Background: an optimization exercise with open tools, aiming at small area and a short achievable clock period. Do not read the settings as production practice. Function was checked by simulation only, so behaviour that the tests miss may differ from the original. Power and IR drop assume default switching activity.

==> flow/design.v, too long to show whole: its modules and the start of the top module <==
// module mod3_1: 1845 lines
module mod3_1(
  input clk,
  input reset_n,
  input signed [22:0] a,
  input signed [22:0] b,
  input signed [16:0] c,
  output signed [39:0] y
);
  // ...
==> flow/flow/run.sh <==
#!/bin/bash
# Layout flow: the standard layout (standard.sh) with two changes:
#  1. synthesis runs Yosys's synth with -noabc, so the generic "abc -fast" pass does not
#     restructure the design's adder cells before extract_fa; everything else in the
#     synthesis script (synth_recipe.tcl and ORFS synth.tcl) is unchanged.
#  2. the port buffers that place inserts are sky130_fd_sc_hd__buf_1 (buffer_ports
#     -buffer_cell) instead of the cell buffer_ports picks by default.
set -euo pipefail
work=$PWD
sed 's/synth -nofsm -noshare {\*}\$args/synth -nofsm -noshare -noabc {*}$args/' \
  synth_recipe.tcl > flow_synth.tcl
grep -q -- '-noabc' flow_synth.tcl
bash standard.sh "SYNTH_SCRIPT=$work/flow_synth.tcl" \
  "BUFFER_PORTS_ARGS=-buffer_cell ${PORT_BUF:-sky130_fd_sc_hd__buf_1}" finish \
  > flow_make.log 2>&1
==> flow/standard.sh <==
#!/bin/bash
# synth_recipe.tcl (not shown) runs the flow's synth.tcl, then flattens the netlist and writes it again
# the make line also repeats each setting of config.mk as NAME=value (left out here)
make -C /OpenROAD-flow-scripts/flow DESIGN_CONFIG=/design/flow/config.mk WORK_HOME=/design/flow/orfs CLKGATE_MAP_FILE= SYNTH_SCRIPT=/design/flow/synth_recipe.tcl "${@:-finish}"
==> flow/config.mk <==
export PLATFORM = sky130hd
export DESIGN_NAME = mod3_1
export DESIGN_NICKNAME = mod3_1
export VERILOG_FILES = /design/flow/design.v
export SDC_FILE = /design/flow/constraint.sdc
export NUM_CORES = 4
export LEC_CHECK = 0
export ABC_AREA = 1
export CAP_MARGIN = 20
export CORE_MARGIN = 2
export CORE_UTILIZATION = 40
export CTS_BUF_LIST = sky130_fd_sc_hd__clkbuf_8
export SLEW_MARGIN = 70
==> flow/constraint.sdc <==
create_clock -name core_clock -period 7.0 [get_ports {clk}]
set_input_delay 1.4000 -clock core_clock [delete_from_list [all_inputs] [get_ports {clk}]]
set_output_delay 1.4000 -clock core_clock [all_outputs]
set_load 0.01 [all_outputs]
==> impl_metrics.env, run 1 <==
export IMPL_period_share=0.536
export IMPL_multi_input_area_share=0.657
export IMPL_ant_nets=0
export IMPL_syn_area_per_cell_sq_um=8.67
export IMPL_r2r_start="d2n[8]"
export IMPL_cts_tree="done"
export IMPL_regToRegSetupSlack_ns=3.60
export IMPL_whs_ns=0.320
export IMPL_skew_ns=0.0126
export IMPL_drt_initial_drc_count=991
export IMPL_status="timing/DRC/antenna clean"
export IMPL_synth_compound_area_share=0.110
export IMPL_yosys_top_cells_count="nand2_1 (241), xor2_1 (232), inv_1 (191), o22ai_1 (184), fa_1 (177)"
export IMPL_route_detailed_drc=0
export IMPL_crit_chain="fa_1 -> nand3_1 -> nand3_2 -> nand2_1 -> nand2_1 -> nand2_1 -> nand3_1 -> nand2_1 -> nand2_1 -> nor2_1 -> buf_1"
export IMPL_path_class="flop to primary output"
export IMPL_clock_area_frac=0.0287
export IMPL_cp_endpoint="y[33]"
export IMPL_crit_path_start="cyq"
export IMPL_seq_cell_share=0.194
export IMPL_min_from="d1n[11]"
export IMPL_die_y_microns=194
export IMPL_buffers=118
export IMPL_tns_ns=0
export IMPL_final_area_sq_um=15600
export IMPL_powerComb_uw=5740
export IMPL_antenna_found_initial=0
export IMPL_max_freq_ghz=0.267
export IMPL_routed_wl_mm=36.3
export IMPL_maxCapViolCount=0
export IMPL_post_cts_buffers=0
export IMPL_globalRouteOverflowTotal=0
==> run 2, diff against run 1 <==
--- a/flow/config.mk
+++ b/flow/config.mk
@@ -12,2 +12,3 @@
 export CTS_BUF_LIST = sky130_fd_sc_hd__clkbuf_8
+export SETUP_SLACK_MARGIN = 3.4
 export SLEW_MARGIN = 70
==> run 2 against run 1 <==
Sequential share of layout area shrank 0.74 points. Fmax grew 6.0%. Global-route usage is essentially flat. Count of clock-buffer cells in the layout is the same. First-iteration DRC count shrank 5.3%.
==> impl_metrics.env, run 2 <==
export IMPL_layout_setup_ws_ns=3.46
export IMPL_cts_reportedPaths_clkPinSlew_ns=0.09
export IMPL_worst_path_largest_cell_delay_ns=0.34
export IMPL_setup_violations=0
export IMPL_syn_area_per_cell_sq_um=8.67
export IMPL_critPathBufInv=1
export IMPL_tns_ns=0
export IMPL_cp_start_kind="flop"
export IMPL_period_share=0.505
export IMPL_synth_top_area_cell="fa_1"
export IMPL_period_minus_slack_ns=3.54
export IMPL_synth_nets=2005
export IMPL_cts_hold_buffers=0
export IMPL_ys_seq_area_frac=0.203
export IMPL_grt_pass1_vias=11262
export IMPL_die_y_microns=194
export IMPL_cts_sinks=146
export IMPL_root_buffer="clkbuf_8"
export IMPL_skew_ns=0.0140
export IMPL_max_slew_margin=0.703
export IMPL_async_flop_share=0
export IMPL_seqPwrFrac=0.190
export IMPL_fill_cells=3446
export IMPL_areaGrowthSynthToFinish_pct=13.1
export IMPL_rows=69
export IMPL_die_area_sq_um=37600
export IMPL_path_class="flop to primary output"
export IMPL_mostFrequentLayoutCells="xor2_1 (231), nand2_1 (213), inv_1 (188)"
export IMPL_path_max_fanout=5
export IMPL_syn_inst=1664
export IMPL_regToRegEndpoint="ylo[11]"
export IMPL_placedCellCount=2122
export IMPL_hp_class="flop to flop"
export IMPL_r2r_start="d2n[8]"
export IMPL_nNetsFinal=2029
export IMPL_end_kind="primary output"
export IMPL_grt_usage=0.197
export IMPL_rsz0062_at_grt="yes"
export IMPL_max_freq_ghz=0.283
export IMPL_syn_area_sq_um=14400
export IMPL_internal_power_uw=4460
export IMPL_htreeDepth=4
export IMPL_synth_edf_count=0
export IMPL_drtPass1Iterations=7
export IMPL_reg2reg_depth=12
export IMPL_worst_ir_drop_vdd_mv=0.218
export IMPL_synth_most_common_cell="nand2_1"
export IMPL_wire_per_inst_microns=17.1
export IMPL_final_max_slew_violation_count=0
export IMPL_ys_ff_latch=146
export IMPL_power_uw=8750
export IMPL_cts_max_path_buffers=2
export IMPL_yosys_warnings=1
export IMPL_clock_power_share=0.086
export IMPL_synth_cell_types=28
export IMPL_cp_slowest_cell="dfxtp_2"
export IMPL_synth_area_leaders="fa_1 (25%), dfxtp_1 (20%), xor2_1 (14%)"
export IMPL_cts_tree="done"
export IMPL_final_common_cell="xor2_1"
export IMPL_path_common_cell="nand2_1"
export IMPL_via_per_inst=5.24
export IMPL_final_area_sq_um=16300
export IMPL_crit_chain="ha_1 -> nand3_1 -> nand3_4 -> nand2_2 -> nand2_2 -> nand2_1 -> nand3_2 -> nand2_1 -> nand2_1 -> nor2_1 -> buf_2"
export IMPL_antenna_found_initial=0
export IMPL_power_share_switching=0.490
export IMPL_coreArea_sq_um=35600
export IMPL_p_per_area_nw_per_um2=536
export IMPL_yosys_top_cells_count="nand2_1 (241), xor2_1 (232), inv_1 (191), o22ai_1 (184), fa_1 (177)"
export IMPL_globalRouteOverflowTotal=0
export IMPL_power_leakage_uw=0.00740
export IMPL_drt_initial_drc_count=938
export IMPL_io_buffers=104
export IMPL_grt_pass1_wl_mm=59.8
export IMPL_grt_max_degree=27
export IMPL_ios=105
export IMPL_finalNonFillerCells=2162
export IMPL_diodes=0
export IMPL_ant_nets=0
export IMPL_critical_path_required_ns=5.60
export IMPL_cp_top_family="simple AND/OR/NAND/NOR gates"
export IMPL_worstMarginPinSlew_ns=0.442
export IMPL_place_gp_congestion=0.889
export IMPL_reg_top3="h0: 28 flops, h1: 28 flops"
export IMPL_p_comb_frac=0.724
export IMPL_maxCapViolCount=0
export IMPL_crit_cells=11
export IMPL_regToRegSetupSlack_ns=3.61
export IMPL_dpl_hpwl_mm=27.6
export IMPL_cp_endpoint="y[32]"
export IMPL_hold_viol=0
export IMPL_die_w_microns=194
export IMPL_status="timing/DRC/antenna clean"
export IMPL_hold_depth=0
export IMPL_clk_latency_ns=0.46
export IMPL_placed_area_sq_um=15100
export IMPL_start_util=0.405
export IMPL_vias=11336
export IMPL_synth_main_ff_cell="dfxtp_1"
export IMPL_p_sw_uw=4280
export IMPL_route_detailed_drc=0
export IMPL_crit_path_start="h0[0]"
export IMPL_drive_above_1_share=0.142
export IMPL_synth_top_area_frac=0.246
export IMPL_place_ws_ns=3.30
export IMPL_routed_wl_mm=37.0
export IMPL_cp_arrival_ns=2.14
export IMPL_numCtsBuffers=17
==> run 2: cell types whose count changed in the layout (fill, tap and decap cells not counted), moves of 10 or more <==
cell / change
a21oi_1: -11
a21oi_2: +10
buf_1: -15
buf_2: +11
ha_1: -25
ha_4: +25
nand2_1: -28
nand2_2: +24
nor2_1: -14
==> run 2: timing repair <==
item,CTS,global route
setup buffers,2,6
resized for setup,46,105
pin swaps,3,16
setup endpoints to repair,21,21
==> run 2: cell families (layout without fill, tap and decap cells) <==
| kind of cell | Yosys count | in the layout | share of synthesized area |
|---|---|---|---|
| DFF | 146 | 146 | 0.203 |
| buffers and inverters | 312 | 349 | 0.0867 |
| xor gates and xnor gates | 244 | 244 | 0.148 |
| and+or+nand+nor | 418 | 418 | 0.119 |
| muxes | 2 | 2 | 0.00156 |
| AOI/OAI and AO/OA | 266 | 266 | 0.110 |
| adders and majority gates | 276 | 276 | 0.332 |
==> run 2: area by class of cell <==
cell class	count	area, sq um	area share
clock buffer	18	248	0.0152
timing repair buffer	126	666	0.0408
tap	461	577	0.0354
sequential	146	3050	0.187
clock inverter	14	200	0.0123
inverter	191	718	0.0440
multi-input combinational	1206	10900	0.665
==> run 2: worst min-delay path by stage <==
stage	start	end	slack [ns]
after floorplan	d1n[0]	d2n[0]	0.31
after global placement	d1n[9]	d2n[9]	0.31
after detailed placement	d1n[15]	d2n[15]	0.31
after CTS	d1n[9]	d2n[9]	0.32
after global routing	d1n[11]	d2n[11]	0.33
final	d1n[11]	d2n[11]	0.32
==> run 2: per-layer routing <==
| metal | part of all wire | vias to the layer above | track usage |
|---|---|---|---|
| met1 | 0.45 | 5435 | 0.277 |
| met5 | 0 | - | 0 |
| met4 | 0.017 | 0 | 0.0589 |
| li1 | - | 5375 | - |
| met3 | 0.074 | 65 | 0.0381 |
| met2 | 0.46 | 461 | 0.309 |
==> run 2: through the flow <==
stage	hold WS, ns	utilization
final	0.318	0.459
after global routing	0.327	0.459
after CTS	0.319	0.443
after detailed placement	0.312	0.425
after global placement	0.313	0.420
after floorplan	0.310	-
==> run 2: power by group through the flow <==
stage	registers, uW	logic [uW]	clock network [uW]
after floorplan	1330	4410	0
after global placement	1580	5580	0
after detailed placement	1590	5750	0
after CTS	1590	5930	779
after global routing	1700	7290	814
final	1660	6330	752
==> run 3, diff against run 2 <==
--- a/flow/config.mk
+++ b/flow/config.mk
@@ -12,3 +12,3 @@
 export CTS_BUF_LIST = sky130_fd_sc_hd__clkbuf_8
-export SETUP_SLACK_MARGIN = 3.4
+export SETUP_SLACK_MARGIN = 3.6
 export SLEW_MARGIN = 70
==> run 3 against run 2 <==
Synthesized cell count did not move. Routed wire length rose by 1.2%. Fmax rose by 1.3%. Count of clock-buffer cells in the layout did not move. Sequential cell count did not move. Worst hold slack barely moved. Critical endpoint is now y[35]. Still clean on timing, DRC and antenna. Largest power group unchanged. Area after synthesis did not move. Power rose by 5.6%.
==> impl_metrics.env, run 3 <==
export IMPL_via_per_inst=5.25
export IMPL_nNetsFinal=2048
export IMPL_worstMarginPinSlew_ns=0.442
export IMPL_place_gp_congestion=0.889
export IMPL_final_common_cell="xor2_1"
export IMPL_antenna_found_initial=0
export IMPL_min_from="d1n[11]"
export IMPL_reg_top3="h0: 28 flops, h1: 28 flops"
export IMPL_route_detailed_drc=0
export IMPL_cp_arrival_ns=2.09
export IMPL_start_util=0.405
export IMPL_syn_inst=1664
export IMPL_critical_path_required_ns=5.60
export IMPL_async_flop_share=0
export IMPL_ys_seq_area_frac=0.203
export IMPL_die_y_microns=194
export IMPL_mostFrequentLayoutCells="xor2_1 (230), nand2_1 (192), inv_1 (185)"
export IMPL_max_freq_ghz=0.286
export IMPL_end_kind="primary output"
export IMPL_hold_viol=0
export IMPL_status="timing/DRC/antenna clean"
export IMPL_skew_ns=0.0138
export IMPL_dpl_hpwl_mm=27.6
export IMPL_period_share=0.499
export IMPL_max_slew_margin=0.703
export IMPL_maxCapViolCount=0
export IMPL_final_max_slew_violation_count=0
export IMPL_hp_class="flop to flop"
export IMPL_numCtsBuffers=17
export IMPL_crit_path_start="h0[0]"
export IMPL_ant_nets=0
export IMPL_vias=11455
export IMPL_grt_pass1_wl_mm=60.8
export IMPL_yosys_warnings=1
export IMPL_cp_start_kind="flop"
export IMPL_cts_tree="done"
export IMPL_hold_depth=0
export IMPL_cts_max_path_buffers=2
export IMPL_path_class="flop to primary output"
export IMPL_synth_area_leaders="fa_1 (25%), dfxtp_1 (20%), xor2_1 (14%)"
export IMPL_coreArea_sq_um=35600
export IMPL_drive_above_1_share=0.190
export IMPL_grt_pass1_vias=11500
export IMPL_period_minus_slack_ns=3.49
export IMPL_cts_sinks=146
export IMPL_wire_per_inst_microns=17.2
export IMPL_synth_most_common_cell="nand2_1"
export IMPL_grt_usage=0.201
export IMPL_p_per_area_nw_per_um2=551
export IMPL_diodes=0
export IMPL_die_area_sq_um=37600
export IMPL_r2r_start="twon_q[0]"
export IMPL_ys_ff_latch=146
export IMPL_regToRegSetupSlack_ns=3.71
export IMPL_reg2reg_depth=10
export IMPL_areaGrowthSynthToFinish_pct=16.3
export IMPL_fill_cells=3407
export IMPL_finalNonFillerCells=2181
export IMPL_io_buffers=104
export IMPL_drtPass1Iterations=5
export IMPL_globalRouteOverflowTotal=0
export IMPL_htreeDepth=4
export IMPL_worst_ir_drop_vdd_mv=0.238
export IMPL_cts_reportedPaths_clkPinSlew_ns=0.09
export IMPL_placedCellCount=2122
export IMPL_syn_area_per_cell_sq_um=8.67
export IMPL_synth_nets=2005
export IMPL_synth_main_ff_cell="dfxtp_1"
export IMPL_synth_cell_types=28
export IMPL_setup_violations=0
export IMPL_rows=69
export IMPL_tns_ns=0
export IMPL_power_leakage_uw=0.00762
export IMPL_regToRegEndpoint="ylo[9]"
export IMPL_drt_initial_drc_count=953
export IMPL_grt_max_degree=27
export IMPL_power_uw=9240
export IMPL_whs_ns=0.318
export IMPL_synth_edf_count=0
export IMPL_synth_top_area_cell="fa_1"
export IMPL_ios=105
export IMPL_root_buffer="clkbuf_8"
export IMPL_clk_latency_ns=0.47
export IMPL_synth_top_area_frac=0.246
export IMPL_syn_area_sq_um=14400
export IMPL_die_w_microns=194
export IMPL_routed_wl_mm=37.4
export IMPL_hold_end="d2n[11]"
export IMPL_rsz0062_at_grt="yes"
export IMPL_yosys_top_cells_count="nand2_1 (241), xor2_1 (232), inv_1 (191), o22ai_1 (184), fa_1 (177)"
export IMPL_path_max_fanout=4
==> run 3: cell type report <==
class                      count  area, sq um  area share
clock buffer                  18          248      0.0148
clock inverter                14          200      0.0119
inverter                     191          718      0.0428
multi-input combinational   1206        11100       0.662
sequential                   146         3090       0.184
tap                          461          577      0.0344
timing repair buffer         145          832      0.0496
==> run 3: worst max path at each step <==
stage,endpoint,cells after the start
final,y[35],11
after global routing,y[35],11
after CTS,y[34],11
after detailed placement,d1n[19],14
after global placement,d1n[19],14
after floorplan,ylo[11],14
==> run 3: critical path, cell delays in order (launching register included) <==
cell,delay [ns]
dfxtp_2,0.34
fa_2,0.41
nand3_2,0.09
nand3_4,0.11
nand2_2,0.11
nand2_4,0.08
nand2_2,0.07
nand3_2,0.08
nand2_1,0.07
nand2_1,0.04
nor2_1,0.10
buf_2,0.14
==> run 3: layer usage <==
metal	vias up	routed length (microns)	track usage
met5	-	0	0
met4	0	566	0.0589
met3	59	2480	0.0377
li1	5409	-	-
met1	5524	17000	0.280
met2	463	17300	0.317
==> run 3: timing repair <==
action	in CTS	in global routing
gates cloned	0	0
resized for setup	181	76
pin swaps	28	32
setup endpoints to repair	27	33
buffers inserted	14	13
hold buffers	0	0
==> run 3: logic make-up after synthesis <==
logic type / synth area share
and+or+nand+nor: 0.119
buffers and inverters: 0.0867
adders and majority gates: 0.332
AOI/OAI and AO/OA: 0.110
xor gates and xnor gates: 0.148
DFF: 0.203
muxes: 0.00156
==> run 3: power breakdown <==
part           internal (uW)  total [uW]  switching (uW)
sequential              1280        1680             401
clock                    404         751             347
combinational           3050        6800            3750
==> run 3: stage by stage <==
stage	worst slack (ns)	utilization	area [sq um]
floorplan	3.65	-	14400
global placement	3.34	0.420	14900
detailed placement	3.30	0.425	15100
CTS	3.46	0.460	16400
global route	3.35	0.471	16800
finish	3.51	0.471	16800
==> run 4, diff against run 3 <==
--- a/flow/config.mk
+++ b/flow/config.mk
@@ -12,3 +12,3 @@
 export CTS_BUF_LIST = sky130_fd_sc_hd__clkbuf_8
-export SETUP_SLACK_MARGIN = 3.6
+export SETUP_SLACK_MARGIN = 3.8
 export SLEW_MARGIN = 70
==> run 4 against run 3 <==
Power increased by 1.1%. Worst hold slack improved by 0.0046 ns. Critical path depth unchanged. Global-route usage grew 0.18 points. Clock skew fell by 0.0034 ns. Combinational power grew 2%. Critical endpoint is now y[32]. Core utilization increased by 1.1 points. Largest power group unchanged. Area after synthesis unchanged. Count of clock-buffer cells in the layout stayed put. Sequential share of layout area decreased by 0.25 points. Final cell count grew 1.3%. Clock power increased by 5.1%.
==> impl_metrics.env, run 4 <==
export IMPL_grt_max_degree=27
export IMPL_rsz0062_at_grt="yes"
export IMPL_cp_start_kind="flop"
export IMPL_yosys_warnings=1
export IMPL_ys_ff_latch=146
export IMPL_final_max_slew_violation_count=0
export IMPL_max_freq_ghz=0.285
export IMPL_cts_tree="done"
export IMPL_clock_power_share=0.085
export IMPL_vias=11605
export IMPL_htreeDepth=4
export IMPL_antenna_found_initial=0
export IMPL_route_detailed_drc=0
export IMPL_dpl_hpwl_mm=27.5
export IMPL_synth_top_area_cell="fa_1"
export IMPL_die_w_microns=194
export IMPL_synth_nets=2005
export IMPL_max_slew_margin=0.709
export IMPL_hold_end="d2n[11]"
export IMPL_power_share_switching=0.482
export IMPL_power_uw=9340
export IMPL_ios=105
export IMPL_ant_nets=0
export IMPL_syn_area_per_cell_sq_um=8.67
export IMPL_io_buffers=104
export IMPL_worst_ir_drop_vdd_mv=0.212
export IMPL_status="timing/DRC/antenna clean"
export IMPL_synth_cell_types=28
export IMPL_tns_ns=0
export IMPL_end_kind="primary output"
export IMPL_crit_chain="ha_4 -> nand2_2 -> inv_1 -> a21oi_2 -> nor2_1 -> nor2_1 -> nand3_2 -> nand2_1 -> nand2_1 -> nor2_2 -> buf_2"
export IMPL_maxCapViolCount=0
export IMPL_coreArea_sq_um=35600
export IMPL_synth_top_area_frac=0.246
export IMPL_grt_usage=0.202
export IMPL_p_sw_uw=4510
export IMPL_reg2reg_depth=7
export IMPL_finalNonFillerCells=2210
export IMPL_regToRegEndpoint="h1[5]"
export IMPL_synth_main_ff_cell="dfxtp_1"
export IMPL_hold_viol=0
export IMPL_hp_class="flop to flop"
export IMPL_grt_pass1_vias=11665
export IMPL_period_minus_slack_ns=3.51
export IMPL_regToRegSetupSlack_ns=3.85
export IMPL_nNetsFinal=2077
export IMPL_power_leakage_uw=0.00779
export IMPL_critical_path_required_ns=5.60
export IMPL_cts_sinks=146
export IMPL_worst_path_largest_cell_delay_ns=0.37
export IMPL_drive_above_1_share=0.227
export IMPL_async_flop_share=0
export IMPL_synth_edf_count=0
export IMPL_start_util=0.405
export IMPL_clk_latency_ns=0.48
export IMPL_synth_most_common_cell="nand2_1"
export IMPL_place_gp_congestion=0.879
export IMPL_cp_arrival_ns=2.11
export IMPL_via_per_inst=5.25
export IMPL_grt_pass1_wl_mm=61.4
export IMPL_hold_depth=0
export IMPL_rows=69
export IMPL_r2r_start="twon_q[0]"
export IMPL_skew_ns=0.0105
export IMPL_syn_area_sq_um=14400
export IMPL_path_max_fanout=5
export IMPL_p_per_area_nw_per_um2=544
export IMPL_die_y_microns=194
export IMPL_cp_slowest_cell="dfxtp_1"
export IMPL_synth_area_leaders="fa_1 (25%), dfxtp_1 (20%), xor2_1 (14%)"
export IMPL_cts_max_path_buffers=2
export IMPL_drt_initial_drc_count=1044
export IMPL_min_from="d1n[11]"
export IMPL_seqPwrFrac=0.173
export IMPL_yosys_top_cells_count="nand2_1 (241), xor2_1 (232), inv_1 (191), o22ai_1 (184), fa_1 (177)"
export IMPL_final_common_cell="xor2_1"
export IMPL_period_share=0.501
export IMPL_internal_power_uw=4830
export IMPL_cts_hold_buffers=0
export IMPL_die_area_sq_um=37600
export IMPL_cts_reportedPaths_clkPinSlew_ns=0.09
export IMPL_diodes=0
export IMPL_routed_wl_mm=38.5
export IMPL_root_buffer="clkbuf_8"
export IMPL_worstMarginPinSlew_ns=0.435
export IMPL_drtPass1Iterations=5
export IMPL_syn_inst=1664
export IMPL_wire_per_inst_microns=17.4
export IMPL_areaGrowthSynthToFinish_pct=19.1
export IMPL_globalRouteOverflowTotal=0
export IMPL_path_class="flop to primary output"
export IMPL_numCtsBuffers=17
export IMPL_setup_violations=0
export IMPL_ys_seq_area_frac=0.203
export IMPL_reg_top3="h0: 28 flops, h1: 28 flops"
export IMPL_mostFrequentLayoutCells="xor2_1 (230), nand2_1 (187), inv_1 (182)"
export IMPL_placedCellCount=2119
export IMPL_p_comb_frac=0.743
export IMPL_whs_ns=0.323
==> run 4: cell counts after synthesis <==
No cell type changed its count.
==> run 4: kinds of logic (layout without fill, tap and decap cells) <==
kind of cell / after synthesis / after routing / synth area share
AO/OA/AOI/OAI: 266 / 266 / 0.110
flip-flops: 146 / 146 / 0.203
XOR/XNOR: 244 / 244 / 0.148
AND/OR/NAND/NOR: 418 / 418 / 0.119
buffers and inverters: 312 / 397 / 0.0867
adder cells (fa/ha/maj): 276 / 276 / 0.332
multiplexers: 2 / 2 / 0.00156
==> run 4: layer usage <==
layer,track usage,wire [microns],vias up
met5,0,0,-
met2,0.318,17400,495
met1,0.283,17400,5561
li1,-,-,5475
met4,0.0668,917,0
met3,0.0357,2810,74
==> run 4: final cells by class <==
cell class                      instances  area, sq um
Fill cell                            3373        18400
Multi-Input combinational cell       1206        11200
Sequential cell                       146         3120
Timing Repair Buffer                  174         1090
Inverter                              191          731
Tap cell                              461          577
Clock buffer                           18          248
Clock inverter                         14          225
==> run 4: per-stage QoR <==
step / utilization / worst slack, ns / area, sq um
6_report: 0.483 / 3.49 / 17200
5_1_grt: 0.483 / 3.34 / 17200
3_3_place_gp: 0.420 / 3.28 / 14900
4_1_cts: 0.467 / 3.46 / 16600
3_5_place_dp: 0.425 / 3.24 / 15100
2_1_floorplan: - / 3.77 / 14500
==> run 4: worst max-delay path by stage <==
| stage | startpoint | endpoint | depth (start not counted) |
|---|---|---|---|
| 2_1_floorplan | d2n[9] | ylo[11] | 14 |
| 3_3_place_gp | a[0] | d1n[19] | 14 |
| 3_5_place_dp | a[0] | d1n[19] | 14 |
| 4_1_cts | h0[1] | y[36] | 12 |
| 5_1_grt | h1[20] | y[38] | 10 |
| 6_report | h0[14] | y[32] | 11 |
==> run 4: power by group through the flow <==
stage / registers (uW) / logic, uW / clock network, uW
2_1_floorplan: 1330 / 4420 / 0
3_3_place_gp: 1590 / 5560 / 0
3_5_place_dp: 1600 / 5740 / 0
4_1_cts: 1640 / 6480 / 814
5_1_grt: 1640 / 7890 / 853
6_report: 1610 / 6940 / 789
==> run 4: timing repair <==
action,CTS,global route
pin swaps,39,36
gates resized for setup,210,88
setup buffers,29,30
gates cloned,0,0
endpoints found under the setup margin,53,52
==> run 4: worst max-delay path, delay by kind of cell, from the launching register on <==
family / cells / cell delay, ns
AO/OA/AOI/OAI: 1 / 0.17
adder cells (fa/ha/maj): 1 / 0.24
buffers and inverters: 2 / 0.21
flip-flops: 1 / 0.37
AND/OR/NAND/NOR: 7 / 0.64
==> run 5, diff against run 4 <==
--- a/flow/config.mk
+++ b/flow/config.mk
@@ -10,5 +10,5 @@
 export CORE_MARGIN = 2
-export CORE_UTILIZATION = 40
+export CORE_UTILIZATION = 85
 export CTS_BUF_LIST = sky130_fd_sc_hd__clkbuf_8
-export SETUP_SLACK_MARGIN = 3.8
+export SETUP_SLACK_MARGIN = 3.4
 export SLEW_MARGIN = 70
==> run 5 against run 4 <==
The run now fails in 5_1_grt. Area after synthesis unchanged. Synthesized cell count unchanged.
==> impl_metrics.env, run 5 <==
export IMPL_synth_nets=2005
export IMPL_dpl_hpwl_mm=30.2
export IMPL_ys_seq_area_frac=0.203
export IMPL_haltStage="5_1_grt"
export IMPL_placed_area_sq_um=14800
export IMPL_yosys_top_cells_count="nand2_1 (241), xor2_1 (232), inv_1 (191), o22ai_1 (184), fa_1 (177)"
export IMPL_die_w_microns=134
export IMPL_synth_edf_count=0
export IMPL_die_y_microns=134
export IMPL_synth_area_leaders="fa_1 (25%), dfxtp_1 (20%), xor2_1 (14%)"
export IMPL_globalRouteOverflowTotal=178
export IMPL_synth_top_area_cell="fa_1"
export IMPL_io_buffers=104
export IMPL_start_util=0.869
export IMPL_status="aborted with a tool error"
export IMPL_grt_max_degree=27
export IMPL_synth_top_area_frac=0.246
export IMPL_cts_hold_buffers=0
export IMPL_crit_endpoint="y[31]"
export IMPL_tool_error="[ERROR GRT-0232] Routing congestion too high. Check the congestion heatmap in the GUI."
export IMPL_cts_max_path_buffers=2
export IMPL_ios=105
export IMPL_htreeDepth=4
export IMPL_synth_main_ff_cell="dfxtp_1"
export IMPL_syn_area_per_cell_sq_um=8.67
export IMPL_async_flop_share=0
export IMPL_yosys_warnings=1
export IMPL_worst_ep_kind="primary output"
export IMPL_syn_inst=1664
export IMPL_grt_usage=0.818
export IMPL_syn_area_sq_um=14400
export IMPL_ys_ff_latch=146
export IMPL_synth_most_common_cell="nand2_1"
export IMPL_rows=47
export IMPL_place_gp_congestion=0.948
export IMPL_synth_cell_types=28
export IMPL_cts_sinks=146
export IMPL_numCtsBuffers=17
export IMPL_root_buffer="clkbuf_8"
[run 5: cell counts after synthesis]
Identical to the previous run, type by type.
[run 5: power groups by stage]
stage               Combinational, uW  Sequential [uW]  Clock (uW)
floorplan                        4410             1330           0
CTS                              6340             1610         628
detailed placement               6010             1590           0
global placement                 5420             1560           0
[run 5: how the worst max path moves through the flow]
stage / startpoint / end / slack [ns] / cells after the start
after CTS: h0[6] / y[35] / 3.38 / 13
after global placement: twon_q[0] / ylo[11] / 3.40 / 12
after detailed placement: a[0] / d1n[21] / 3.22 / 15
after floorplan: onen_q[0] / ylo[11] / 3.65 / 14
[run 5: routing by layer]
metal,GRT overflow,GRT usage
met5,0,0.167
met4,59,0.894
met3,5,0.659
met2,111,0.989
met1,3,0.798
[run 5: kinds of logic after synthesis]
kind of cell | Yosys count | synth area share
xor gates and xnor gates | 244 | 0.148
AOI/OAI and AO/OA | 266 | 0.110
and+or+nand+nor | 418 | 0.119
DFF | 146 | 0.203
muxes | 2 | 0.00156
buffers and inverters | 312 | 0.0867
adders and majority gates | 276 | 0.332
[run 5: through the flow]
step | setup WS (ns) | std cells | hold slack (ns)
after floorplan | 3.65 | 1664 | 0.310
after global placement | 3.40 | 1878 | 0.310
after detailed placement | 3.22 | 1880 | 0.312
after CTS | 3.38 | 1914 | 0.327
[run 5: timing repair]
item / CTS
resized for setup: 23
pin swaps: 1
setup endpoints to repair: 17
buffers inserted: 2
hold endpoints to repair: 0
==> run 6, diff against run 5 <==
--- a/flow/config.mk
+++ b/flow/config.mk
@@ -10,3 +10,3 @@
 export CORE_MARGIN = 2
-export CORE_UTILIZATION = 85
+export CORE_UTILIZATION = 75
 export CTS_BUF_LIST = sky130_fd_sc_hd__clkbuf_8
==> run 6 against run 5 <==
The run now finishes clean. Area after synthesis did not move. Synthesized cell count unchanged.
==> impl_metrics.env, run 6 <==
export IMPL_status="timing/DRC/antenna clean"
export IMPL_dpl_hpwl_mm=26.8
export IMPL_drtPass1Iterations=9
export IMPL_synth_area_leaders="fa_1 (25%), dfxtp_1 (20%), xor2_1 (14%)"
export IMPL_reg2reg_depth=7
export IMPL_min_from="d1n[14]"
export IMPL_grt_pass1_wl_mm=59.8
export IMPL_synth_top_area_cell="fa_1"
export IMPL_synth_top_area_frac=0.246
export IMPL_areaGrowthSynthToFinish_pct=9.96
export IMPL_synth_nets=2005
export IMPL_setup_violations=0
export IMPL_whs_ns=0.319
export IMPL_reg_top3="h0: 28 flops, h1: 28 flops"
export IMPL_grt_usage=0.381
export IMPL_mostFrequentLayoutCells="xor2_1 (231), nand2_1 (218), inv_1 (189)"
export IMPL_max_slew_margin=0.692
export IMPL_numCtsBuffers=17
export IMPL_root_buffer="clkbuf_8"
export IMPL_drive_above_1_share=0.129
export IMPL_cts_max_path_buffers=2
export IMPL_regToRegEndpoint="h1[6]"
export IMPL_synth_main_ff_cell="dfxtp_1"
export IMPL_cts_tree="done"
export IMPL_via_per_inst=6.28
export IMPL_nNetsFinal=2021
export IMPL_diodes=0
export IMPL_route_detailed_drc=0
export IMPL_drt_initial_drc_count=1617
export IMPL_synth_edf_count=0
export IMPL_syn_area_per_cell_sq_um=8.67
export IMPL_cts_sinks=146
export IMPL_io_buffers=104
export IMPL_synth_cell_types=28
export IMPL_cp_start_kind="flop"
export IMPL_p_per_area_nw_per_um2=570
export IMPL_die_w_microns=143
export IMPL_maxCapViolCount=0
export IMPL_hp_class="flop to flop"
export IMPL_final_max_slew_violation_count=0
export IMPL_tns_ns=0
export IMPL_period_share=0.517
export IMPL_finalNonFillerCells=1927
export IMPL_syn_area_sq_um=14400
export IMPL_die_area_sq_um=20400
export IMPL_syn_inst=1664
export IMPL_yosys_warnings=1
export IMPL_globalRouteOverflowTotal=0
export IMPL_power_leakage_uw=0.00735
export IMPL_place_gp_congestion=0.947
export IMPL_hold_viol=0
export IMPL_hold_end="d2n[14]"
export IMPL_r2r_start="d2n[15]"
export IMPL_ys_ff_latch=146
export IMPL_antenna_found_initial=1
export IMPL_vias=12092
export IMPL_cp_arrival_ns=2.22
export IMPL_regToRegSetupSlack_ns=3.57
export IMPL_max_freq_ghz=0.276
export IMPL_synth_most_common_cell="nand2_1"
export IMPL_path_max_fanout=5
export IMPL_period_minus_slack_ns=3.62
export IMPL_final_common_cell="xor2_1"
export IMPL_die_y_microns=143
export IMPL_cts_reportedPaths_clkPinSlew_ns=0.11
export IMPL_ys_seq_area_frac=0.203
export IMPL_path_class="flop to primary output"
export IMPL_start_util=0.768
export IMPL_worstMarginPinSlew_ns=0.462
export IMPL_routed_wl_mm=39.1
export IMPL_ios=105
export IMPL_grt_pass1_vias=11812
export IMPL_clk_latency_ns=0.49
export IMPL_ant_nets=0
export IMPL_yosys_top_cells_count="nand2_1 (241), xor2_1 (232), inv_1 (191), o22ai_1 (184), fa_1 (177)"
export IMPL_coreArea_sq_um=18800
export IMPL_critical_path_required_ns=5.60
export IMPL_skew_ns=0.0304
export IMPL_grt_max_degree=27
export IMPL_hold_depth=0
export IMPL_wire_per_inst_microns=20.3
export IMPL_worst_ir_drop_vdd_mv=0.248
export IMPL_htreeDepth=4
export IMPL_end_kind="primary output"
export IMPL_rsz0062_at_grt="yes"
export IMPL_rows=50
export IMPL_placedCellCount=1892
export IMPL_async_flop_share=0
-- run 6: cell counts after synthesis --
Identical to the previous run, type by type.
-- run 6: worst max path at each step --
stage,start,endpoint,slack (ns),depth (start not counted)
floorplan,onen_q[0],ylo[11],3.65,14
global placement,twon_q[0],ylo[11],3.40,12
detailed placement,a[0],d1n[19],3.31,14
CTS,h0[12],y[33],3.38,11
global route,cyq,y[33],3.30,11
finish,cyq,y[35],3.38,11
-- run 6: layout make-up --
| cell class | count | area [sq um] |
|---|---|---|
| multi-input combinational | 1206 | 10800 |
| sequential | 146 | 3040 |
| fill | 1105 | 2910 |
| inverter | 191 | 717 |
| timing repair buffer | 118 | 558 |
| tap | 234 | 293 |
| clock buffer | 18 | 248 |
| clock inverter | 14 | 179 |
-- run 6: repair_timing --
action	4_1_cts	5_1_grt
pin swaps	1	19
setup buffers	1	2
resized for setup	18	124
hold buffers	0	0
endpoints found under the setup margin	14	23
cloned	0	0
-- run 6: logic make-up after synthesis --
family,after synthesis,share of synthesized area
AND/OR/NAND/NOR,418,0.119
buffers and inverters,312,0.0867
adder cells (fa/ha/maj),276,0.332
AO/OA/AOI/OAI,266,0.110
XOR/XNOR,244,0.148
flip-flops,146,0.203
multiplexers,2,0.00156
-- run 6: power breakdown --
| group | internal [uW] | total [uW] | switching, uW |
|---|---|---|---|
| Sequential | 1260 | 1670 | 410 |
| Clock | 367 | 724 | 358 |
| Combinational | 2830 | 6640 | 3810 |
-- run 6: metal layers --
| layer | vias up | share of wire | GRT usage |
|---|---|---|---|
| met2 | 884 | 0.46 | 0.628 |
| li1 | 5364 | - | - |
| met3 | 182 | 0.12 | 0.0892 |
| met1 | 5660 | 0.37 | 0.492 |
| met5 | - | 0.00033 | 0 |
| met4 | 2 | 0.047 | 0.146 |
-- run 6: worst max-delay path, cell delays in order (launching register included) --
cell and delay, ns:
dfxtp_4 0.37, fa_2 0.40, nand3_2 0.09, nand3_4 0.14
nand2_4 0.11, nand2_4 0.07, nand2_2 0.07, nand3_2 0.08
nand2_1 0.08, nand2_1 0.05, nor2_1 0.13, buf_2 0.15
-- run 6: through the flow --
stage	util	total power [uW]	area, sq um	setup slack [ns]
floorplan	-	5740	14400	3.65
global placement	0.780	7020	14600	3.40
detailed placement	0.787	7360	14800	3.31
CTS	0.815	8230	15300	3.38
global route	0.845	9790	15900	3.30
finish	0.845	9040	15900	3.38
==> run 7, diff against run 6 <==
--- a/flow/config.mk
+++ b/flow/config.mk
@@ -10,3 +10,3 @@
 export CORE_MARGIN = 2
-export CORE_UTILIZATION = 75
+export CORE_UTILIZATION = 65
 export CTS_BUF_LIST = sky130_fd_sc_hd__clkbuf_8
==> run 7 against run 6 <==
Worst hold slack better by 0.0016 ns. Worst setup slack gained 0.11 ns. Register-to-register slack is essentially flat. Critical path depth stayed put. Sequential share of layout area rose by 0.073 points. Global-route usage down 7.1 points. Largest cell class unchanged. Combinational power is 5.3% lower.
==> impl_metrics.env, run 7 <==
export IMPL_ant_nets=0
export IMPL_synth_main_ff_cell="dfxtp_1"
export IMPL_end_kind="primary output"
export IMPL_via_per_inst=5.77
export IMPL_power_leakage_uw=0.00729
export IMPL_hold_depth=0
export IMPL_synth_edf_count=0
export IMPL_path_max_fanout=5
export IMPL_clk_latency_ns=0.46
export IMPL_route_detailed_drc=0
export IMPL_synth_top_area_cell="fa_1"
export IMPL_io_buffers=104
export IMPL_die_w_microns=153
export IMPL_mostFrequentLayoutCells="xor2_1 (230), nand2_1 (220), inv_1 (189)"
export IMPL_syn_area_per_cell_sq_um=8.67
export IMPL_period_minus_slack_ns=3.51
export IMPL_synth_top_area_frac=0.246
export IMPL_status="timing/DRC/antenna clean"
export IMPL_start_util=0.661
export IMPL_worst_ir_drop_vdd_mv=0.337
export IMPL_rsz0062_at_grt="yes"
export IMPL_cts_reportedPaths_clkPinSlew_ns=0.10
export IMPL_max_slew_margin=0.703
export IMPL_grt_pass1_vias=11520
export IMPL_whs_ns=0.321
export IMPL_ios=105
export IMPL_htreeDepth=4
export IMPL_power_share_switching=0.500
export IMPL_drt_initial_drc_count=942
export IMPL_synth_most_common_cell="nand2_1"
export IMPL_die_y_microns=153
export IMPL_yosys_top_cells_count="nand2_1 (241), xor2_1 (232), inv_1 (191), o22ai_1 (184), fa_1 (177)"
export IMPL_dpl_hpwl_mm=26.0
export IMPL_ys_seq_area_frac=0.203
export IMPL_p_comb_frac=0.731
export IMPL_clock_power_share=0.077
export IMPL_routed_wl_mm=35.2
export IMPL_drtPass1Iterations=5
export IMPL_areaGrowthSynthToFinish_pct=9.41
export IMPL_seqPwrFrac=0.192
export IMPL_power_uw=8610
export IMPL_worstMarginPinSlew_ns=0.446
export IMPL_synth_nets=2005
export IMPL_root_buffer="clkbuf_8"
export IMPL_final_max_slew_violation_count=0
export IMPL_grt_usage=0.310
export IMPL_coreArea_sq_um=21800
export IMPL_nNetsFinal=2021
export IMPL_cts_sinks=146
export IMPL_syn_area_sq_um=14400
export IMPL_tns_ns=0
export IMPL_reg2reg_depth=10
export IMPL_p_per_area_nw_per_um2=546
export IMPL_die_area_sq_um=23400
export IMPL_place_gp_congestion=0.911
export IMPL_vias=11376
export IMPL_rows=54
export IMPL_hold_viol=0
export IMPL_grt_pass1_wl_mm=58.0
export IMPL_setup_violations=0
export IMPL_cts_hold_buffers=0
export IMPL_cp_arrival_ns=2.11
export IMPL_final_common_cell="xor2_1"
export IMPL_ys_ff_latch=146
export IMPL_wire_per_inst_microns=17.8
export IMPL_finalNonFillerCells=1973
export IMPL_drive_above_1_share=0.127
export IMPL_cp_start_kind="flop"
export IMPL_cts_tree="done"
export IMPL_hp_class="flop to flop"
export IMPL_diodes=0
export IMPL_max_freq_ghz=0.285
export IMPL_cts_max_path_buffers=2
export IMPL_async_flop_share=0
export IMPL_critical_path_required_ns=5.60
export IMPL_numCtsBuffers=17
export IMPL_yosys_warnings=1
export IMPL_reg_top3="h0: 28 flops, h1: 28 flops"
export IMPL_p_sw_uw=4300
export IMPL_grt_max_degree=27
export IMPL_placedCellCount=1938
export IMPL_syn_inst=1664
export IMPL_final_core_util=0.723
export IMPL_globalRouteOverflowTotal=0
export IMPL_antenna_found_initial=0
export IMPL_internal_power_uw=4310
export IMPL_maxCapViolCount=0
export IMPL_skew_ns=0.0269
export IMPL_path_class="flop to primary output"
export IMPL_period_share=0.502
export IMPL_synth_area_leaders="fa_1 (25%), dfxtp_1 (20%), xor2_1 (14%)"
export IMPL_synth_cell_types=28
[run 7: cell counts after synthesis]
No cell type changed its count.
[run 7: metrics by stage]
step	worst slack, ns	area [sq um]
2_1_floorplan	3.65	14400
3_3_place_gp	3.37	14700
3_5_place_dp	3.34	14800
4_1_cts	3.39	15300
5_1_grt	3.33	15800
6_report	3.49	15800
[run 7: layout make-up]
type,instances,area (sq um)
Clock buffer,18,248
Clock inverter,14,138
Fill cell,1731,6050
Inverter,191,718
Multi-Input combinational cell,1206,10700
Sequential cell,146,3030
Tap cell,280,350
Timing Repair Buffer,118,546
[run 7: worst paths after layout]
check / startpoint / endpoint / slack [ns]
max: h1[0] / y[33] / 3.49
min: d1n[9] / d2n[9] / 0.32
max reg2reg: d2n[6] / ylo[9] / 3.56
min reg2reg: d1n[9] / d2n[9] / 0.32
[run 7: kinds of logic (layout without fill, tap and decap cells)]
logic type / count (synthesis) / in the layout / synth area share
buffers and inverters: 312 / 341 / 0.0867
AND/OR/NAND/NOR: 418 / 418 / 0.119
adder cells (fa/ha/maj): 276 / 276 / 0.332
flip-flops: 146 / 146 / 0.203
XOR/XNOR: 244 / 244 / 0.148
AO/OA/AOI/OAI: 266 / 266 / 0.110
multiplexers: 2 / 2 / 0.00156
[run 7: timing repair]
| item | 4_1_cts | 5_1_grt |
|---|---|---|
| setup buffers | 1 | 1 |
| pin swaps | 1 | 7 |
| resized for setup | 11 | 113 |
| endpoints found under the setup margin | 11 | 24 |
[run 7: power groups by stage]
stage          Sequential, uW  Combinational (uW)  Clock, uW
3_3_place_gp             1570                5600          0
3_5_place_dp             1590                5810          0
6_report                 1650                6290        667
4_1_cts                  1580                5870        678
5_1_grt                  1680                7160        714
2_1_floorplan            1330                4410          0
[run 7: worst max-delay path, cell delays in order (launching register included)]
cell and delay, ns:
dfxtp_2 0.34, fa_2 0.41, nand3_2 0.09, nand3_4 0.11, nand2_2 0.08, nand2_1 0.09, nand2_1 0.09, nand3_2 0.10
nand2_1 0.07, nand2_1 0.05, nor2_1 0.09, buf_2 0.13
[run 7: routing by layer]
layer,vias to the layer above,share of wire,global-route usage
met5,-,0,0
met4,0,0.027,0.100
met3,90,0.095,0.0621
met2,559,0.45,0.491
met1,5379,0.42,0.431
li1,5348,-,-
==> run 8, diff against run 7 <==
--- a/flow/config.mk
+++ b/flow/config.mk
@@ -12,2 +12,3 @@
 export CTS_BUF_LIST = sky130_fd_sc_hd__clkbuf_8
+export PLACE_DENSITY = 0.8
 export SETUP_SLACK_MARGIN = 3.4
==> run 8 against run 7 <==
Largest cell class unchanged. Largest power group unchanged. Still clean on timing, DRC and antenna. Fmax shrank 1.4%. Register-to-register slack gained 0.09 ns. Routed wire length grew 2.8%. Sequential power is essentially flat. Global-route usage shrank 0.21 points. Sequential share of layout area is essentially flat.
==> impl_metrics.env, run 8 <==
export IMPL_power_leakage_uw=0.00731
export IMPL_synth_area_leaders="fa_1 (25%), dfxtp_1 (20%), xor2_1 (14%)"
export IMPL_drive_above_1_share=0.128
export IMPL_status="timing/DRC/antenna clean"
export IMPL_cts_max_path_buffers=2
export IMPL_ys_seq_area_frac=0.203
export IMPL_die_area_sq_um=23400
export IMPL_synth_main_ff_cell="dfxtp_1"
export IMPL_nNetsFinal=2022
export IMPL_synth_edf_count=0
export IMPL_critPathBufInv=1
export IMPL_routed_wl_mm=36.2
export IMPL_place_gp_congestion=0.958
export IMPL_synth_cell_types=28
export IMPL_worst_path_largest_cell_delay_ns=0.36
export IMPL_hold_viol=0
export IMPL_cp_start_kind="flop"
export IMPL_max_slew_margin=0.707
export IMPL_die_w_microns=153
export IMPL_ios=105
export IMPL_wire_per_inst_microns=18.3
export IMPL_yosys_area_share_simple=0.119
export IMPL_period_share=0.509
export IMPL_path_class="flop to primary output"
export IMPL_synth_nets=2005
export IMPL_worstMarginPinSlew_ns=0.440
export IMPL_cts_tree="done"
export IMPL_cp_slowest_cell="dfxtp_1"
export IMPL_rsz0062_at_grt="yes"
export IMPL_vias=11609
export IMPL_coreArea_sq_um=21800
export IMPL_maxCapViolCount=0
export IMPL_final_core_util=0.725
export IMPL_syn_area_sq_um=14400
export IMPL_final_common_cell="xor2_1"
export IMPL_seqCellArea_sq_um=3030
export IMPL_synth_top_area_frac=0.246
export IMPL_ant_nets=0
export IMPL_synth_top_family_by_area="adder cells"
export IMPL_rows=54
export IMPL_numCtsBuffers=17
export IMPL_root_buffer="clkbuf_8"
export IMPL_setup_violations=0
export IMPL_cp_arrival_ns=2.16
export IMPL_synthAdderAreaFrac=0.332
export IMPL_grt_pass1_vias=11491
export IMPL_whs_ns=0.320
export IMPL_syn_area_per_cell_sq_um=8.67
export IMPL_dpl_hpwl_mm=25.4
export IMPL_ys_ff_latch=146
export IMPL_io_buffers=104
export IMPL_drtPass1Iterations=6
export IMPL_synthXorXnorAreaFrac=0.148
export IMPL_finalNonFillerCells=1974
export IMPL_multi_input_area_sq_um=10700
export IMPL_drt_initial_drc_count=1324
export IMPL_cts_sinks=146
export IMPL_p_per_area_nw_per_um2=543
export IMPL_yosys_top_cells_count="nand2_1 (241), xor2_1 (232), inv_1 (191), o22ai_1 (184), fa_1 (177)"
export IMPL_htreeDepth=4
export IMPL_placedCellCount=1938
export IMPL_areaGrowthSynthToFinish_pct=9.68
export IMPL_start_util=0.661
export IMPL_syn_inst=1664
export IMPL_cp_top_family="compound AO/OA/AOI/OAI gates"
export IMPL_hp_class="flop to flop"
export IMPL_fill_cells=1609
export IMPL_crit_chain="ha_2 -> a21oi_1 -> nand2_1 -> a21oi_1 -> nand3_2 -> nand2_1 -> nand2_1 -> nor2_1 -> clkbuf_2"
export IMPL_end_kind="primary output"
export IMPL_mostFrequentLayoutCells="xor2_1 (231), nand2_1 (219), inv_1 (187)"
export IMPL_route_detailed_drc=0
export IMPL_max_freq_ghz=0.281
export IMPL_die_y_microns=153
export IMPL_final_max_slew_violation_count=0
export IMPL_worst_ir_drop_vdd_mv=0.354
export IMPL_via_per_inst=5.88
export IMPL_tns_ns=0
export IMPL_synth_mux_area_frac=0.00156
export IMPL_skew_ns=0.0189
export IMPL_grt_pass1_wl_mm=57.8
export IMPL_clk_latency_ns=0.48
export IMPL_antenna_found_initial=0
export IMPL_diodes=0
export IMPL_period_minus_slack_ns=3.56
export IMPL_grt_usage=0.308
export IMPL_cts_reportedPaths_clkPinSlew_ns=0.09
export IMPL_yosys_warnings=1
export IMPL_critical_path_required_ns=5.60
export IMPL_reg_top3="h0: 28 flops, h1: 28 flops"
export IMPL_synth_compound_area_share=0.110
export IMPL_synth_most_common_cell="nand2_1"
export IMPL_path_max_fanout=5
export IMPL_path_common_cell="nand2_1"
export IMPL_grt_max_degree=27
export IMPL_async_flop_share=0
export IMPL_globalRouteOverflowTotal=0
export IMPL_synth_top_area_cell="fa_1"
==> run 8: cell counts after synthesis <==
No cell type changed its count.
==> run 8: kinds of logic (layout without fill, tap and decap cells) <==
group,Yosys count,after routing
compound gates,266,266
xor+xnor,244,244
fa+ha+maj,276,276
buf+inv,312,342
flops,146,146
mux,2,2
simple gates,418,418
==> run 8: metal layers <==
metal / global-route usage / wire length (microns) / vias to the layer above / share of wire
met2: 0.502 / 17300 / 654 / 0.48
met1: 0.413 / 14600 / 5515 / 0.40
met4: 0.111 / 841 / 0 / 0.023
met5: 0 / 0 / - / 0
met3: 0.0576 / 3500 / 78 / 0.097
li1: - / - / 5362 / -
==> run 8: power by group <==
| part | internal, uW | switching, uW | leakage, uW | total (uW) |
|---|---|---|---|---|
| clock | 335 | 382 | 0.000212 | 717 |
| combinational | 2700 | 3530 | 0.00586 | 6230 |
| sequential | 1260 | 379 | 0.00124 | 1640 |
==> run 8: through the flow <==
step                instance area (sq um)  total power (uW)  setup WS [ns]
global route                        15800              9500           3.33
floorplan                           14400              5740           3.65
global placement                    14700              6950           3.40
CTS                                 15400              8120           3.38
detailed placement                  14800              7230           3.33
finish                              15800              8590           3.44
==> run 8: layout make-up <==
cell class,instances,share of cell area
clock inverter,15,0.0119
clock buffer,17,0.0148
sequential,146,0.192
tap,280,0.0222
timing repair buffer,119,0.0354
inverter,191,0.0454
multi-input combinational,1206,0.679
==> run 8: path summary, 6_finish.rpt <==
path	slack (ns)	cells after the start	start	to
hold reg to reg	0.32	0	d1n[3]	d2n[3]
hold / removal	0.32	0	d1n[3]	d2n[3]
setup reg to reg	3.65	10	d2n[6]	ylo[9]
setup / recovery	3.44	9	h0[21]	y[34]
==> run 8: timing repair <==
item,in CTS,in global routing
hold buffers,0,0
buffers inserted,2,2
setup endpoints to repair,16,20
gates resized for setup,26,91
pin swaps,7,7
==> run 9, diff against run 8 <==
--- a/flow/config.mk
+++ b/flow/config.mk
@@ -10,5 +10,5 @@
 export CORE_MARGIN = 2
-export CORE_UTILIZATION = 65
+export CORE_UTILIZATION = 55
 export CTS_BUF_LIST = sky130_fd_sc_hd__clkbuf_8
-export PLACE_DENSITY = 0.8
+export PLACE_DENSITY = 0.75
 export SETUP_SLACK_MARGIN = 3.4
==> run 9 against run 8 <==
Fmax increased by 0.68%. Worst setup slack improved by 0.024 ns. Register-to-register slack got worse by 0.04 ns. Power increased by 0.57%. Via count decreased by 0.94%. Non-clock buffer count increased by 2. Synthesized cell count unchanged. First-iteration DRC count decreased by 14%.
==> impl_metrics.env, run 9 <==
export IMPL_status="timing/DRC/antenna clean"
export IMPL_rows=59
export IMPL_route_detailed_drc=0
export IMPL_dpl_hpwl_mm=26.1
export IMPL_path_max_fanout=6
export IMPL_worstMarginPinSlew_ns=0.452
export IMPL_reg_top3="h0: 28 flops, h1: 28 flops"
export IMPL_wire_per_inst_microns=17.7
export IMPL_p_sw_uw=4310
export IMPL_tns_ns=0
export IMPL_ys_seq_area_frac=0.203
export IMPL_cp_slowest_cell="dfxtp_1"
export IMPL_power_share_switching=0.499
export IMPL_worst_path_largest_cell_delay_ns=0.34
export IMPL_critical_path_required_ns=5.60
export IMPL_max_slew_margin=0.699
export IMPL_die_y_microns=166
export IMPL_yosys_top_cells_count="nand2_1 (241), xor2_1 (232), inv_1 (191), o22ai_1 (184), fa_1 (177)"
export IMPL_htreeDepth=4
export IMPL_cts_tree="done"
export IMPL_drive_above_1_share=0.131
export IMPL_ant_nets=0
export IMPL_grt_pass1_wl_mm=58.2
export IMPL_areaGrowthSynthToFinish_pct=10.6
export IMPL_synth_cell_types=28
export IMPL_async_flop_share=0
export IMPL_synth_top_area_frac=0.246
export IMPL_drtPass1Iterations=5
export IMPL_die_area_sq_um=27500
export IMPL_synth_top_family_by_area="adder cells"
export IMPL_end_kind="primary output"
export IMPL_path_common_cell="nand2_1"
export IMPL_final_core_util=0.616
export IMPL_syn_inst=1664
export IMPL_final_area_sq_um=16000
export IMPL_vias=11500
export IMPL_routed_wl_mm=35.9
export IMPL_place_gp_congestion=0.931
export IMPL_clk_latency_ns=0.47
export IMPL_synth_edf_count=0
export IMPL_ios=105
export IMPL_placed_area_sq_um=14900
export IMPL_p_per_area_nw_per_um2=542
export IMPL_seqPwrFrac=0.192
export IMPL_synth_top_area_cell="fa_1"
export IMPL_via_per_inst=5.66
export IMPL_rsz0062_at_grt="yes"
export IMPL_power_leakage_uw=0.00733
export IMPL_diodes=0
export IMPL_coreArea_sq_um=25900
export IMPL_hp_class="flop to flop"
export IMPL_final_max_slew_violation_count=0
export IMPL_worst_ir_drop_vdd_mv=0.281
export IMPL_path_class="flop to primary output"
export IMPL_crit_path_start="h0[2]"
export IMPL_final_common_cell="xor2_1"
export IMPL_regToRegSetupSlack_ns=3.61
export IMPL_yosys_warnings=1
export IMPL_mostFrequentLayoutCells="xor2_1 (231), nand2_1 (220), inv_1 (189)"
export IMPL_grt_max_degree=27
export IMPL_globalRouteOverflowTotal=0
export IMPL_max_freq_ghz=0.283
export IMPL_synth_mux_area_frac=0.00156
export IMPL_min_from="d1n[2]"
export IMPL_die_w_microns=166
export IMPL_internal_power_uw=4330
export IMPL_grt_pass1_vias=11555
export IMPL_numCtsBuffers=17
export IMPL_p_comb_frac=0.731
export IMPL_period_share=0.506
export IMPL_syn_area_sq_um=14400
export IMPL_crit_chain="ha_4 -> nand2_1 -> nor2_1 -> nand3_1 -> nand3_4 -> nand2_1 -> nand3_1 -> nand2_1 -> nor2_1 -> clkbuf_2"
export IMPL_cts_reportedPaths_clkPinSlew_ns=0.08
export IMPL_synth_compound_area_share=0.110
export IMPL_drt_initial_drc_count=1143
export IMPL_synth_most_common_cell="nand2_1"
export IMPL_ys_ff_latch=146
export IMPL_maxCapViolCount=0
export IMPL_skew_ns=0.0180
export IMPL_r2r_start="d2n[10]"
export IMPL_clock_power_share=0.076
export IMPL_setup_violations=0
export IMPL_root_buffer="clkbuf_8"
export IMPL_grt_usage=0.261
export IMPL_period_minus_slack_ns=3.54
export IMPL_io_buffers=104
export IMPL_fill_cells=2234
export IMPL_nNetsFinal=2024
export IMPL_cp_arrival_ns=2.14
export IMPL_synthXorXnorAreaFrac=0.148
export IMPL_synth_area_leaders="fa_1 (25%), dfxtp_1 (20%), xor2_1 (14%)"
export IMPL_hold_viol=0
export IMPL_synthAdderAreaFrac=0.332
export IMPL_synth_main_ff_cell="dfxtp_1"
export IMPL_start_util=0.556
export IMPL_cts_max_path_buffers=2
export IMPL_cts_sinks=146
export IMPL_yosys_area_share_simple=0.119
export IMPL_syn_area_per_cell_sq_um=8.67
export IMPL_cp_start_kind="flop"
export IMPL_antenna_found_initial=0
export IMPL_synth_nets=2005
==> run 9: path summary, 6_finish.rpt <==
path / depth (start not counted) / end
min reg2reg: 0 / d2n[2]
min: 0 / d2n[2]
max reg2reg: 9 / cyq
max: 10 / y[36]
==> run 9: kinds of logic (layout without fill, tap and decap cells) <==
family	count (synthesis)	after routing
AOI/OAI and AO/OA	266	266
xor gates and xnor gates	244	244
adders and majority gates	276	276
buffers and inverters	312	344
DFF	146	146
muxes	2	2
and+or+nand+nor	418	418
==> run 9: power by group through the flow <==
stage,registers [uW],clock network (uW),logic (uW)
floorplan,1330,0,4410
detailed placement,1590,0,5750
global route,1690,710,7160
finish,1660,659,6320
CTS,1590,673,5870
global placement,1570,0,5450
==> run 9: repair_timing <==
action	in CTS	in global routing
gates resized for setup	28	105
setup endpoints to repair	16	24
pin swaps	2	11
setup buffers	1	2
hold buffers	0	0
==> run 9: layout make-up <==
cell class	count	area (sq um)	share of cell area
multi-input cells	1206	10800	0.676
clock buffers	17	234	0.0147
flip-flops and latches	146	3040	0.191
inverters	191	718	0.0450
clock inverters	15	145	0.00910
well taps	335	419	0.0263
repair buffers	121	608	0.0381
==> run 9: metrics by stage <==
step                worst slack, ns  hold slack, ns  cells  power [uW]
finish                         3.46           0.321   2031        8640
detailed placement             3.28           0.312   1996        7330
global placement               3.35           0.310   1992        7020
CTS                            3.40           0.323   2029        8130
floorplan                      3.65           0.310   1664        5740
global route                   3.33           0.331   2031        9560
==> run 9: critical path, delay by kind of cell, from the launching register on <==
kind / cells / cell delay [ns]
and+or+nand+nor: 8 / 0.88
DFF: 1 / 0.34
adders and majority gates: 1 / 0.30
buffers and inverters: 1 / 0.16
==> run 9: routing by layer <==
metal | up-vias | GRT usage | share of wire
li1 | 5360 | - | -
met1 | 5513 | 0.351 | 0.43
met2 | 538 | 0.426 | 0.47
met3 | 89 | 0.0372 | 0.076
met4 | 0 | 0.103 | 0.027
met5 | - | 0 | 0
==> run 10, diff against run 9 <==
--- a/flow/config.mk
+++ b/flow/config.mk
@@ -10,5 +10,6 @@
 export CORE_MARGIN = 2
-export CORE_UTILIZATION = 55
+export CORE_UTILIZATION = 65
 export CTS_BUF_LIST = sky130_fd_sc_hd__clkbuf_8
-export PLACE_DENSITY = 0.75
+export CTS_CLUSTER_DIAMETER = 60
+export CTS_CLUSTER_SIZE = 30
 export SETUP_SLACK_MARGIN = 3.4
==> run 10 against run 9 <==
Routed wire length is 2.0% lower. Register-to-register slack worse by 0.05 ns. Area after synthesis stayed put. Critical path depth is 1 higher. Largest power group unchanged. Clock power is 1% higher. Combinational power hardly changed. Clock skew is 0.0089 ns higher.
==> impl_metrics.env, run 10 <==
export IMPL_critPathBufInv=1
export IMPL_synth_cell_types=28
export IMPL_end_kind="primary output"
export IMPL_rows=54
export IMPL_layout_setup_ws_ns=3.49
export IMPL_cts_tree="done"
export IMPL_synth_edf_count=0
export IMPL_vias=11376
export IMPL_via_per_inst=5.77
export IMPL_grt_met1_usage=0.431
export IMPL_diodes=0
export IMPL_worst_path_largest_cell_delay_ns=0.41
export IMPL_critical_path_required_ns=5.60
export IMPL_rsz0062_at_grt="yes"
export IMPL_die_area_sq_um=23400
export IMPL_start_util=0.661
export IMPL_cts_hold_buffers=0
export IMPL_path_max_fanout=5
export IMPL_hp_class="flop to flop"
export IMPL_ios=105
export IMPL_numCtsBuffers=17
export IMPL_wire_per_inst_microns=17.8
export IMPL_cts_max_path_buffers=2
export IMPL_busiest_layer="met2"
export IMPL_max_slew_margin=0.703
export IMPL_yosys_top_cells_count="nand2_1 (241), xor2_1 (232), inv_1 (191), o22ai_1 (184), fa_1 (177)"
export IMPL_synth_top_area_frac=0.246
export IMPL_cts_reportedPaths_clkPinSlew_ns=0.10
export IMPL_ys_ff_latch=146
export IMPL_status="timing/DRC/antenna clean"
export IMPL_ys_seq_area_frac=0.203
export IMPL_setup_violations=0
export IMPL_drive_above_1_share=0.127
export IMPL_synth_nets=2005
export IMPL_ant_nets=0
export IMPL_period_share=0.502
export IMPL_yosys_warnings=1
export IMPL_areaGrowthSynthToFinish_pct=9.41
export IMPL_path_class="flop to primary output"
export IMPL_cp_slowest_cell="fa_2"
export IMPL_power_leakage_uw=0.00729
export IMPL_syn_area_sq_um=14400
export IMPL_final_area_sq_um=15800
export IMPL_grt_pass1_wl_mm=58.0
export IMPL_grt_usage=0.310
export IMPL_final_common_cell="xor2_1"
export IMPL_cp_top_family="simple AND/OR/NAND/NOR gates"
export IMPL_synth_area_leaders="fa_1 (25%), dfxtp_1 (20%), xor2_1 (14%)"
export IMPL_syn_inst=1664
export IMPL_path_common_cell="nand2_1"
export IMPL_tns_ns=0
export IMPL_drtPass1Iterations=5
export IMPL_cts_sinks=146
export IMPL_die_w_microns=153
export IMPL_globalRouteOverflowTotal=0
export IMPL_antenna_found_initial=0
export IMPL_synth_main_ff_cell="dfxtp_1"
export IMPL_final_max_slew_violation_count=0
export IMPL_crit_chain="fa_2 -> nand3_2 -> nand3_4 -> nand2_2 -> nand2_1 -> nand2_1 -> nand3_2 -> nand2_1 -> nand2_1 -> nor2_1 -> buf_2"
export IMPL_gr_usage_met2=0.491
export IMPL_power_uw=8610
export IMPL_die_y_microns=153
export IMPL_htreeDepth=4
export IMPL_route_detailed_drc=0
export IMPL_mostFrequentLayoutCells="xor2_1 (230), nand2_1 (220), inv_1 (189)"
export IMPL_period_minus_slack_ns=3.51
export IMPL_cp_arrival_ns=2.11
export IMPL_p_per_area_nw_per_um2=546
export IMPL_drt_initial_drc_count=942
export IMPL_nNetsFinal=2021
export IMPL_grt_max_degree=27
export IMPL_place_ws_ns=3.34
export IMPL_use_met3=0.0621
export IMPL_seqCellArea_sq_um=3030
export IMPL_fill_cells=1731
export IMPL_max_freq_ghz=0.285
export IMPL_dpl_hpwl_mm=26.0
export IMPL_coreArea_sq_um=21800
export IMPL_multi_input_area_sq_um=10700
export IMPL_syn_area_per_cell_sq_um=8.67
export IMPL_io_buffers=104
export IMPL_clk_latency_ns=0.46
export IMPL_reg_top3="h0: 28 flops, h1: 28 flops"
export IMPL_grt_pass1_vias=11520
export IMPL_root_buffer="clkbuf_8"
export IMPL_whs_ns=0.321
export IMPL_skew_ns=0.0269
export IMPL_cp_start_kind="flop"
export IMPL_maxCapViolCount=0
export IMPL_synth_top_area_cell="fa_1"
export IMPL_async_flop_share=0
export IMPL_placed_area_sq_um=14800
export IMPL_hold_viol=0
export IMPL_synth_most_common_cell="nand2_1"
export IMPL_worst_ir_drop_vdd_mv=0.337
export IMPL_place_gp_congestion=0.911
export IMPL_routed_wl_mm=35.2
export IMPL_worstMarginPinSlew_ns=0.446
-- run 10: cell types whose count changed in the layout (fill, tap and decap cells not counted), sizes merged --
cell,previous run,this run
clkinv,3,2
clkbuf,24,26
buf,114,110
-- run 10: through the flow --
| step | util | instances |
|---|---|---|
| final | 0.723 | 1973 |
| after global routing | 0.723 | 1973 |
| after CTS | 0.699 | 1971 |
| after detailed placement | 0.679 | 1938 |
| after global placement | 0.674 | 1938 |
| after floorplan | - | 1664 |
-- run 10: report_power, final --
group | internal [uW] | leakage (uW) | switching (uW)
clock network | 302 | 0.000196 | 365
registers | 1260 | 0.00124 | 387
logic | 2740 | 0.00585 | 3550
-- run 10: logic make-up after synthesis --
kind of cell | Yosys count | share of synthesized area
buf+inv | 312 | 0.0867
mux | 2 | 0.00156
fa+ha+maj | 276 | 0.332
flops | 146 | 0.203
simple gates | 418 | 0.119
compound gates | 266 | 0.110
xor+xnor | 244 | 0.148
-- run 10: final timing paths --
kind / startpoint / end / slack, ns / cells after the start
max: h1[0] / y[33] / 3.49 / 11
min: d1n[9] / d2n[9] / 0.32 / 0
max reg2reg: d2n[6] / ylo[9] / 3.56 / 10
min reg2reg: d1n[9] / d2n[9] / 0.32 / 0
-- run 10: layout make-up --
class                           instances  share of cell area
Multi-Input combinational cell       1206               0.681
Timing Repair Buffer                  118              0.0346
Inverter                              191              0.0455
Sequential cell                       146               0.192
Tap cell                              280              0.0222
Clock inverter                         14             0.00872
Clock buffer                           18              0.0157
-- run 10: repair_timing --
item                                    4_1_cts  5_1_grt
gates resized for setup                      11      113
pin swaps                                     1        7
endpoints found under the setup margin       11       24
buffers inserted                              1        1
-- run 10: metal layers --
metal / wire [microns] / share of wire / vias to the layer above
li1: - / - / 5348
met1: 15000 / 0.42 / 5379
met2: 15900 / 0.45 / 559
met3: 3350 / 0.095 / 90
met4: 964 / 0.027 / 0
met5: 0 / 0 / -

## port drivers added, routing unchanged
The results above use ideal ports. As a check the final layouts listed here were re-extracted and re-timed, cells and wires unchanged.
Step 1 sets driving cells, clkbuf_16 on the clock port and buf_2 on the other inputs (assumed; they add their load-dependent delay and slew).
Step 2 also shifts input and output timing later by t, the mid clock arrival at the registers, as if the neighbouring blocks saw the same clock.
a / b / c = ideal ports / drivers / drivers and shift; a / b = the first two.
run	t, ns	setup slack, ns	latest minus earliest clock arrival (ns)
run 1	0.502	3.251 / 3.209 / 3.343	0.013 / 0.013
run 2	0.500	3.463 / 3.420 / 3.343	0.014 / 0.014
run 3	0.501	3.507 / 3.464 / 3.345	0.014 / 0.014
run 4	0.521	3.494 / 3.446 / 3.457	0.010 / 0.010
run 6	0.526	3.379 / 3.330 / 3.336	0.031 / 0.030
run 7	0.490	3.488 / 3.445 / 3.362	0.028 / 0.028
run 8	0.506	3.437 / 3.398 / 3.355	0.019 / 0.019
run 9	0.503	3.461 / 3.421 / 3.319	0.018 / 0.018
run 10	0.490	3.488 / 3.445 / 3.362	0.028 / 0.028
After both steps setup and hold are still met in every run listed. The setup slack of run 3, which loses most, moves by -0.043 ns with the drivers and by -0.162 ns with both steps.
